What follows belongs to an exercise in optimizing a design on an open flow for small area; a production flow would make more cautious choices.
In this exercise RTL edits were held to simulation tests only and were not proved equivalent to the original.
No activity file was given, so power comes from the tool's default toggle rates.

===== design/flow/config.mk =====
export PLATFORM = sky130hd
export DESIGN_NAME = controlador
export DESIGN_NICKNAME = controlador
export VERILOG_FILES = /design/flow/design.v
export SDC_FILE = /design/flow/constraint.sdc
export NUM_CORES = 4
export LEC_CHECK = 0
export CAP_MARGIN = 20
export CORE_MARGIN = 2
export CORE_UTILIZATION = 45
export PLACE_DENSITY = 0.6
export SLEW_MARGIN = 20

===== design/flow/constraint.sdc =====
create_clock -name core_clock -period 40.0 [get_ports {clk}]
set_input_delay 8.0000 -clock core_clock [delete_from_list [all_inputs] [get_ports {clk}]]
set_output_delay 8.0000 -clock core_clock [all_outputs]
set_load 0.01 [all_outputs]

===== design/flow/design.v =====
module controlador (
    input  logic clk,
    input  logic rst_n,
    input  logic rx_pin,
    output logic tx_pin
);
    localparam logic [3:0] CLR = 4'd0, IDLE = 4'd1, RX = 4'd2, PROC = 4'd3,
                           ACC5 = 4'd4, ACC2 = 4'd5, LOAD = 4'd6, TX = 4'd7,
                           ADDSUB = 4'd8, SWAP = 4'd9, MULP = 4'd10, DSS = 4'd11,
                           DCMP = 4'd12, FIN = 4'd13, CCMP = 4'd14, CSUB = 4'd15;
    logic [3:0]  st;
    logic [4:0]  j;
    logic [3:0]  m13;      
    logic [5:0]  cnt;      
    logic [3:0]  seq;      
    logic [1:0]  cs;       
    logic [1:0]  op;       
    logic        shown, txq, rxs;
    logic [7:0]  S;        
    logic [15:0] A;
    logic [31:0] B;
    logic        c, d, h1, h2, ah1;
    wire [3:0] jl = j[3:0];
    wire       w2 = j[4];
    wire       end_pass = (j == 5'd31);
    wire       tick = (jl == 4'd15) && (m13 == 4'd12);
    wire       A_out = A[0];
    wire       B_out = B[0];
    wire sq  = (cs == 2'd2);
    wire mul = (cs == 2'd3) && (op == 2'b00);
    wire div = (cs == 2'd3) && (op == 2'b11);
    wire isdig = (S[7:4] == 4'h3) && (!S[3] || (S[2:1] == 2'b00));
    wire isop  = (S == 8'h2B) || (S == 8'h2D) || (S == 8'h2A) || (S == 8'h2F);
    wire is_s  = (S == 8'h73);
    wire is_q  = (S == 8'h71);
    wire is_r  = (S == 8'h72);
    wire is_eq = (S == 8'h3D) || (S == 8'h0D);
    wire digb = (j[4:2] == 3'b000) && S[j[1:0]];
    logic [15:0] kw;
    always_comb begin
        case (seq[1:0])
            2'd0: kw = 16'd10000;
            2'd1: kw = 16'd1000;
            2'd2: kw = 16'd100;
            default: kw = 16'd10;
        endcase
    end
    wire cbit = kw[jl];
    wire t_ss  = (jl == 4'd0) || ((jl[3:1] != 3'b000) && A[15]);
    wire t_cmp = (jl == 4'd0) || ((jl[3:1] != 3'b000) && A[14]);
    wire y_ss  = sq ? t_ss  : A_out;
    wire y_cmp = sq ? t_cmp : A_out;
    logic [7:0] kb;
    always_comb begin
        case (seq)
            4'd5:  kb = 8'h0D;
            4'd6:  kb = 8'h0A;
            4'd9:  kb = 8'h3D;
            4'd10: kb = 8'h45;
            4'd11, 4'd12: kb = 8'h72;
            default: kb = 8'h30;
        endcase
    end
    wire load_bit = (seq[3:2] == 2'b00 && !j[2]) ? B_out :
                    (seq == 4'd4 && !j[2])      ? A_out : kb[j[2:0]];
    logic x, y, cinit, cfirst;
    logic a_in, b_in, h_in;
    wire cc = cfirst ? cinit : c;
    wire s  = x ^ y ^ cc;
    wire co = (x & y) | (cc & (x ^ y));
    always_comb begin
        x = A_out; y = 1'b0; cinit = 1'b0; cfirst = (jl == 4'd0);
        a_in = A_out; b_in = B_out; h_in = B_out;
        case (st)
            CLR: begin a_in = 1'b0; b_in = 1'b0; end
            ACC5: begin
                cfirst = (j == 5'd0);
                if (cs == 2'd3) begin
                    x = B_out; y = (j[4:1] != 4'd0) && h2; b_in = s;
                end else begin
                    h_in = A_out;
                    x = A_out; y = (j[4:1] != 4'd0) && h2;
                    if (!w2) a_in = s;
                end
            end
            ACC2: begin
                cfirst = (j == 5'd0);
                x = (j != 5'd0) && h1; y = digb;
                if (cs == 2'd3) b_in = s;
                else begin
                    h_in = A_out;
                    if (!w2) a_in = s;
                end
            end
            ADDSUB: begin
                x = A_out; y = B_out ^ op[1]; cinit = op[1];
                if (!w2) a_in = s;
            end
            SWAP: begin
                if (!w2) begin a_in = B_out; b_in = A_out; end
                else b_in = 1'b0;
            end
            MULP: begin
                if (!w2) b_in = (jl == 4'd0) ? 1'b0 : h1;
                else begin
                    x = (jl != 4'd0) && h1; y = d & A_out; b_in = s;
                end
            end
            DSS: begin
                x = B_out; y = ~(d & y_ss); cinit = 1'b1;
                if (!w2) b_in = sq ? h2 : ((jl == 4'd0) ? d : h1);
                else begin
                    h_in = s;
                    b_in = sq ? h2 : h1;
                    if (sq) a_in = (jl == 4'd0) ? d : ah1;
                end
            end
            DCMP: begin
                x = B_out; y = ~y_cmp; cinit = 1'b1;
            end
            FIN: begin
                b_in = 1'b0;
                if ((mul && w2) || (div && !w2)) a_in = B_out;
            end
            CCMP: begin
                x = A_out; y = ~cbit; cinit = 1'b1;
            end
            CSUB: begin
                cinit = 1'b1;
                if (!w2) begin x = A_out; y = ~cbit; a_in = s; end
                else begin x = B_out; y = 1'b0; b_in = s; end
            end
            LOAD: if (seq[3:2] == 2'b00) b_in = 1'b0;
            default: ;
        endcase
    end
    wire bitslot = (cnt != 6'd0) && (cnt[5:4] == 2'b00) && (cnt[3:0] <= 4'd8);
    wire s_shift = ((st == RX || st == TX) && tick && bitslot) ||
                   (st == LOAD && j[4:3] == 2'b10);
    wire s_in = (st == LOAD) ? load_bit : rxs;
    assign tx_pin = txq;
    always_ff @(posedge clk) begin
        rxs <= rx_pin;
        A   <= {a_in, A[15:1]};
        B   <= {b_in, B[31:1]};
        h1  <= h_in;
        h2  <= h1;
        ah1 <= A_out;
        c   <= (st == SWAP) ? (((j == 5'd0) ? 1'b0 : c) | B_out) : co;
        if (s_shift) S <= {s_in, S[7:1]};
        if (st == IDLE && !rxs) m13 <= 4'd6;
        else if (jl == 4'd15) m13 <= (m13 == 4'd12) ? 4'd0 : m13 + 4'd1;
        if (!rst_n) begin
            st <= CLR; j <= 5'd0; txq <= 1'b1; cs <= 2'd0;
        end else begin
            j <= j + 5'd1;
            case (st)
                CLR: begin
                    cs <= 2'd0;
                    if (end_pass) st <= IDLE;
                end
                IDLE: if (!rxs) begin st <= RX; cnt <= 6'd0; end
                RX: if (tick) begin
                    cnt <= cnt + 6'd1;
                    if (cnt == 6'd9) st <= PROC;
                end
                PROC: if (end_pass) begin
                    cnt <= 6'd0; seq <= 4'd8;
                    case (cs)
                        2'd0: begin
                            if (isdig) st <= ACC5;
                            else if (isop) begin
                                op <= {S[2], S[2] ? S[1] : S[0]}; cs <= 2'd3; st <= TX;
                            end else if (is_s) begin cs <= 2'd1; st <= TX; end
                            else st <= IDLE;
                        end
                        2'd1: if (is_q) begin cs <= 2'd2; st <= TX; end else st <= CLR;
                        2'd2: if (is_r) begin seq <= 4'd9; st <= TX; end else st <= CLR;
                        default: begin
                            if (isdig) st <= ACC5;
                            else if (is_eq) begin seq <= 4'd9; st <= LOAD; end
                            else st <= IDLE;
                        end
                    endcase
                end
                ACC5: if (end_pass) st <= ACC2;
                ACC2: if (end_pass) st <= TX;
                LOAD: if (j == 5'd23) begin st <= TX; cnt <= 6'd0; end
                TX: begin
                    if (tick && cnt != 6'd11) begin
                        cnt <= cnt + 6'd1;
                        if (cnt == 6'd0) txq <= 1'b0;
                        else if (cnt <= 6'd8) txq <= S[0];
                        else txq <= 1'b1;
                    end
                    if (cnt == 6'd11 && end_pass) begin
                        case (seq)
                            4'd8: st <= IDLE;
                            4'd9: st <= (cs == 2'd3 && (op[1] ^ op[0])) ? ADDSUB : SWAP;
                            4'd0, 4'd1, 4'd2: begin seq <= seq + 4'd1; st <= CCMP; end
                            4'd6: st <= CLR;
                            4'd12: begin seq <= 4'd5; st <= LOAD; end
                            default: begin seq <= seq + 4'd1; st <= LOAD; end
                        endcase
                    end
                end
                ADDSUB: if (end_pass) st <= FIN;
                SWAP: if (end_pass) begin
                    cnt <= 6'd0; d <= 1'b0;
                    if (div && !(c | B_out)) begin seq <= 4'd10; st <= LOAD; end
                    else st <= mul ? MULP : DSS;
                end
                MULP: begin
                    if (j == 5'd15) d <= B_out;
                    if (end_pass) begin
                        cnt <= cnt + 6'd1;
                        if (cnt == 6'd15) st <= FIN;
                    end
                end
                DSS: if (end_pass) begin
                    d <= s;
                    cnt <= cnt + 6'd1;
                    if (cnt == (sq ? 6'd16 : 6'd32)) st <= FIN;
                    else st <= DCMP;
                end
                DCMP: if (end_pass) begin
                    d <= d | co;
                    cnt <= cnt + 6'd1;
                    st <= DSS;
                end
                FIN: if (end_pass) begin
                    seq <= 4'd0; shown <= 1'b0; st <= CCMP;
                end
                CCMP: begin
                    if (j == 5'd15) d <= co;
                    if (end_pass) begin
                        if (d) st <= CSUB;
                        else if (shown) st <= LOAD;
                        else begin
                            seq <= seq + 4'd1;
                            if (seq == 4'd3) st <= LOAD;
                        end
                    end
                end
                CSUB: begin
                    shown <= 1'b1;
                    if (end_pass) st <= CCMP;
                end
                default: st <= CLR;
            endcase
        end
    end
endmodule

===== design/flow/run.sh =====
#!/bin/bash
# synth_recipe.tcl (not shown) runs the flow's synth.tcl, then flattens the netlist and writes it again
# the make line also repeats each setting of config.mk as NAME=value (left out here)
make -C /OpenROAD-flow-scripts/flow DESIGN_CONFIG=/design/flow/config.mk WORK_HOME=/design/flow/orfs CLKGATE_MAP_FILE= SYNTH_SCRIPT=/design/flow/synth_recipe.tcl finish

==> summary.md <==
| Metric | Value |
|---|---|
| Grt total ovfl | 0 |
| Wirelength per Cell | 19.47 microns |
| Setup Buffers After CTS | 0 |
| Distinct cell type count after synthesis | 71 |
| I/O Buffers | 3 |
| Nets@finish | 540 |
| Synth Flop Type | dfxtp_1 |
| # diodes | 0 |
| Initial drt markers | 567 |
| Hold_sp | B[11] |
| Starting density of the core | 46.32% |
| Area of the multi-input gates | 2496 sq um |
| Final wirelength | 12.85 mm |
| GR Util met3 | 4.863% |
| Post-Syn Instances | 536 |
| Static leakage | 1.795 nW |
| Reg2reg start | st[2] |
| Clock tree from TritonCTS | built |
| Share of layout cells above drive strength 1 | 6.298% |
| Kind of critical path | in2reg |
| Min-Delay Path Class | reg2reg |
| Worst-Skew Late Latency | 390 ps |
| Final instance area | 5085 sq um |
| Fmax | 105.1 MHz |
| CTS max path bufs | 2 |
| Pin count of the biggest net entering global routing | 39 |
| Least-Margin Pin Slew | 998.9 ps |
| Row cnt | 37 |
| Global-route wire length before repair | 20.70 mm |
| Area leader, netlist | dfxtp_1 |
| Final Critical Period | 9518 ps |
| Peak supply drop | 0.02511 mV |
| # DRC | 0 |
| Post-synth EDFFs | 22 |
| Pre-antenna DRT Iters | 5 |
| GR peak layer | met2 |
| Setup crit start | rst_n |
| Placed instance area | 4855 sq um |
| Synth cell count leaders | dfxtp_1, nor2_1, nand2_1 |
| Root buf cell | clkbuf_8 |
| Crit path DAT | 9620 ps |
| HPWL Detailed | 8.823 mm |
| Met2 Use GR | 33.63% |
| CORE AREA | 10320 sq um |
| RD Place Congestion | 0.9641 |
| Count leader, synth | dfxtp_1 |
| Synthesis Warnings | 1 |
| Synth Register Bits | 91 |
| Syn-to-layout area delta | 6.332% |
| Crit path launch type | input pin |
| Mapped cell area | 4782 sq um |
| H-Tree Level Count | 3 |
| Maxcap violations | 0 |
| Vias per cell | 6.282 |
| Die width | 107.1 microns |
| Hold Buf Count CTS | 0 |
| Fin crit share | 23.80% |
| Post-route ant nets | 0 |
| Async SR Flop Fraction | 0% |
| Max-slew violations | 0 |
| I/O pins | 4 |
| Sequential fraction of the synthesis area | 42.70% |
| Reg area | 2042 sq um |
| Setup TNS Final | 0 ps |
| Num CTS Buffers | 9 |
| Worst path required time | 40110 ps |
| Die height | 107.1 microns |
| Clock Sinks | 91 |
| Relative slew slack | 33.31% |
| Fin. Hold Viols | 0 |
| Die area | 11470 sq um |
| Crit path max fanout | 10 |
| Syn Nets | 557 |
| Clock transition at the registers of the reported paths | 90 ps |
| Routed vias | 4146 |
| Final setup violation count | 0 |
| RSZ-0062 raised after global routing | no |
| Initial antenna violation count | 0 |
| Synth area leaders | dfxtp_1, edfxtp_1, ha_1 |
| Post-synth top area share | 28.89% |
| PD cells | 33.90 nW/um^2 |
| Cts repair resizes | 0 |
| Syn_area_per_cell | 8.922 sq um |
| Critical path endpoint category | register |
| Vias in the first global route | 3844 |
| Status | finished clean |
| Final Skew | 14.87 ps |
| Met1 usage | 33.37% |
| Fill count | 1015 |
| Total GRT Usage | 23.50% |
power breakdown:
group | total, W | leakage (nW) | switching [W] | internal (W)
clock | 0.0000718 | 0.120 | 0.0000342 | 0.0000376
sequential | 0.0000957 | 0.744 | 0.00000161 | 0.0000941
combinational | 0.00000478 | 0.931 | 0.00000260 | 0.00000217
total | 0.000172 | 1.79 | 0.0000384 | 0.000134
stage by stage:
stage / hold WS [ps] / setup slack [ps] / power, W / std cells / util [%]
CTS: 331.2 / 30470 / 0.0001747 / 660 / 49.25
global placement: 311.3 / 30080 / 0.0001025 / 644 / 47.02
floorplan: 309.6 / 30660 / 0.0001007 / 536 / -
detailed placement: 312.1 / 30050 / 0.0001026 / 644 / 47.02
finish: 331.0 / 30480 / 0.0001724 / 660 / 49.25
global route: 328.5 / 30420 / 0.0001785 / 660 / 49.25
final cells by class:
class / count / share of cell area, %
clock inverter: 6 / 1.821
clock buffer: 10 / 2.707
sequential: 91 / 40.16
multi-input combinational: 389 / 49.09
timing repair buffer: 9 / 1.476
tap: 136 / 3.346
inverter: 19 / 1.403
per-layer routing:
layer	wire length (microns)	up-vias
li1	-	1934
met1	5715	1965
met2	5682	210
met3	967	37
met4	486	0
met5	0	-
sequential cells by signal (all words and copies together), names as in the netlist, 4 cells and up:
name and flops:
A 16, m13 4, seq 4, j 5
S 8, st 4, cnt 6, B 32
critical path, stage by stage:
cell and delay (ps):
clkdlybuf4s50_1 650, clkinv_1 370, a2111oi_0 390, buf_4 210
kinds of logic after synthesis:
logic type,Yosys count,synth area share (%)
xor+xnor,13,2.381
mux,8,1.936
buf+inv,56,5.102
simple gates,201,22.45
compound gates,149,20.57
fa+ha+maj,18,4.866
flops,91,42.70
placed cells by master (no fill, tap or decap), drive strengths merged, types with 15 or more instances in the layout:
cell,n
nand3,23
a21oi,37
inv,22
nor3,16
nand2,42
nor2b,15
ha,17
nor2,49
o21ai,31
dfxtp,69
edfxtp,22
worst paths after layout:
check            to  slack [ps]  depth (start not counted)
max reg2reg   B[31]       36140                         13
min reg2reg   B[10]         330                          0
min           B[10]         330                          0
max          seq[0]       30480                          4

## separate check: timing with driven ports
Ports are ideal in the flow. The routed layout listed here was re-timed in OpenROAD.
Step 1, drivers: a clkbuf_16 drives clk and a buf_2 each remaining input, both assumed.
Step 2 adds t to the input delays and takes it off the output delays; t is the mean of the earliest and latest rising clock arrival at the registers after step 1. Input paths then give back, and output paths get back, about the clock's delay inside the block.
Three values: no drivers, after step 1, after step 2; two values: the first two.
t (ns): 0.414
setup slack, ns: 30.482 / 30.494 / 30.080
hold WS [ns]: 0.331 / 0.331 / 0.331
pins driven straight from the clock port: 1
After both steps setup and hold are still met in this run. For this run, drivers alone change the setup slack by +0.012 ns; drivers and shift together by -0.402 ns.
